This is an optimization exercise on Yosys and OpenROAD, whose aim is small area, not a production implementation. The RTL was checked by simulation tests, not by an equivalence proof against the original design. Power and IR drop assume default switching activity.

==> flow/design.v (excerpt) <==
module ahb_usb #(
) (
    input clk, n_rst,
    input logic hsel,
    input logic [3:0] haddr,
    input logic [2:0] hsize,
    input logic [1:0] htrans,
    input logic hwrite,
    input logic [2:0] hburst,
    input logic [31:0] hwdata,
    output logic hready,
    output logic [31:0] hrdata,
    output logic hresp,
    input logic dp_in,
    input logic dm_in,
    output logic dp_out,
    output logic dm_out,
    output logic d_mode
);
Size in the first run: ~3,300 cells after synthesis, about 87 I/O pins, ~30,000 µm² of cells after synthesis.
Settings: LEC_CHECK=0, CAP_MARGIN=20, CORE_MARGIN=2, CORE_UTILIZATION=70, SLEW_MARGIN=20, SYNTH_HIERARCHICAL=1; clock period 10.0 ns.
standard.sh (not shown) runs the stock make flow with config.mk's settings and CLKGATE_MAP_FILE= SYNTH_SCRIPT=/design/flow/synth_recipe.tcl, a recipe that flattens the netlist after the stock synthesis.
==> flow/flow/run.sh <==
#!/bin/bash
# Standard ORFS layout (the standard.sh, standard synthesis unchanged) with
# two layout-only knobs:
#  - buffer the ports with the smallest buffer
#  - clock tree from clkbuf_16 with larger sink clusters and no dummy loads
set -euo pipefail
export BUFFER_PORTS_ARGS="-buffer_cell sky130_fd_sc_hd__buf_1"
export CTS_ARGS="-sink_clustering_enable -repair_clock_nets -sink_clustering_size 36 -sink_clustering_max_diameter 70 -buf_list sky130_fd_sc_hd__clkbuf_16 -dont_use_dummy_load"
bash standard.sh > standard.log 2>&1
==> next run, changes <==
==> flow/flow/run.sh (replaced) <==
#!/bin/bash
# Standard ORFS layout (the standard.sh, standard synthesis unchanged) with
# two layout-only knobs:
#  - buffer the ports with the smallest buffer
#  - clock tree: clkbuf_8 drives the sink clusters, clkbuf_16 above them,
#    no dummy loads
set -euo pipefail
export BUFFER_PORTS_ARGS="-buffer_cell sky130_fd_sc_hd__buf_1"
export CTS_ARGS="-sink_clustering_enable -repair_clock_nets -sink_clustering_size 20 -sink_clustering_max_diameter 50 -buf_list {sky130_fd_sc_hd__clkbuf_8 sky130_fd_sc_hd__clkbuf_16} -sink_clustering_buffer sky130_fd_sc_hd__clkbuf_8 -root_buf sky130_fd_sc_hd__clkbuf_16 -dont_use_dummy_load"
bash standard.sh > standard.log 2>&1
The new run finished with timing, DRC and antenna clean.
Critical path depth stays the same.
Die area does not change.
Synthesized cell count is unchanged.
Routed wire length stays flat.
==> next run, changes <==
--- a/flow/flow/run.sh
+++ b/flow/flow/run.sh
@@ -9 +9 @@
-export CTS_ARGS="-sink_clustering_enable -repair_clock_nets -sink_clustering_size 20 -sink_clustering_max_diameter 50 -buf_list {sky130_fd_sc_hd__clkbuf_8 sky130_fd_sc_hd__clkbuf_16} -sink_clustering_buffer sky130_fd_sc_hd__clkbuf_8 -root_buf sky130_fd_sc_hd__clkbuf_16 -dont_use_dummy_load"
+export CTS_ARGS="-sink_clustering_enable -repair_clock_nets -sink_clustering_size 18 -sink_clustering_max_diameter 50 -buf_list {sky130_fd_sc_hd__clkbuf_8 sky130_fd_sc_hd__clkbuf_16} -sink_clustering_buffer sky130_fd_sc_hd__clkbuf_8 -root_buf sky130_fd_sc_hd__clkbuf_16 -dont_use_dummy_load"
Settings changed: CORE_UTILIZATION 70 to 85.
Total power grows by a few percent.
Wire length is higher by a little under a tenth.
Design area falls slightly.
Global-route usage came out higher by 13 points.
Clock power barely changes.
Critical path depth stays the same.
Non-clock buffer count is lower by 4.
Register-to-register slack got worse by 0.44 ns.
Clock skew decreases by 0.021 ns.
Flip-flop and latch count is unchanged.
Via count came out higher by a little under a tenth.
==> next run, changes <==
==> flow/flow/run.sh (replaced) <==
#!/bin/bash
# Standard ORFS layout (the standard.sh, standard synthesis unchanged) with
# two layout-only knobs:
#  - buffer the ports with the smallest buffer
#  - clock tree from clkbuf_16 with larger sink clusters and no dummy loads
set -euo pipefail
export BUFFER_PORTS_ARGS="-buffer_cell sky130_fd_sc_hd__buf_1"
export CTS_ARGS="-sink_clustering_enable -repair_clock_nets -sink_clustering_size 36 -sink_clustering_max_diameter 70 -buf_list sky130_fd_sc_hd__clkbuf_16 -dont_use_dummy_load"
bash standard.sh > standard.log 2>&1
Settings changed: CORE_UTILIZATION 85 to 80.
Setup slack gains 0.23 ns.
Clock skew came out higher by 0.023 ns.
Sequential share of layout area goes down by 0.27 points.
Non-clock buffer count stays the same.
Design area went up by about 0.6%.
First-iteration DRC count went down by about 22%.
==> next run, changes <==
--- a/flow/flow/run.sh
+++ b/flow/flow/run.sh
@@ -8 +8 @@
-export CTS_ARGS="-sink_clustering_enable -repair_clock_nets -sink_clustering_size 36 -sink_clustering_max_diameter 70 -buf_list sky130_fd_sc_hd__clkbuf_16 -dont_use_dummy_load"
+export CTS_ARGS="-sink_clustering_enable -repair_clock_nets -sink_clustering_size 33 -sink_clustering_max_diameter 60 -buf_list sky130_fd_sc_hd__clkbuf_16 -dont_use_dummy_load"
Settings changed: CORE_UTILIZATION 80 to 70.
The changed run produced a clean layout.
Die area went up by 14%.
First-iteration DRC count went down by 10%.
Hold slack improved by 0.0073 ns.
Synthesized cell count does not change.
Combinational power went down by about 2%.
Wire length went down by 4.2%.
Critical path depth stays the same.
Setup slack improved by 0.088 ns.

port drivers added, routing unchanged:
The flow's constraints put no driver on any port. The routed layouts listed below were extracted and timed again, unchanged, in two steps. Step 1 (the two cells are an assumption about what drives the block):
set clk [get_ports {clk}]
set_driving_cell -lib_cell sky130_fd_sc_hd__clkbuf_16 $clk
set_driving_cell -lib_cell sky130_fd_sc_hd__buf_2 [delete_from_list [all_inputs] $clk]
Step 2 also shifts input and output timing later by t, the mid clock arrival at the registers, as if the neighbouring blocks saw the same clock. Slacks: no drivers / after step 1 / after step 2; pairs: no drivers / after step 1.
run | t, ns | slack for setup (ns) | worst slew at a driven data input, ns
the first run | 0.631 | 3.800 / 3.800 / 3.800 | 0.07
the second run | 0.623 | 3.760 / 3.760 / 3.760 | 0.07
the third run | 0.633 | 3.324 / 3.324 / 3.324 | 0.06
the fourth run | 0.641 | 3.555 / 3.555 / 3.555 | 0.09
the fifth run | 0.635 | 3.643 / 3.643 / 3.643 | 0.08
After both steps every run listed still meets setup and hold.
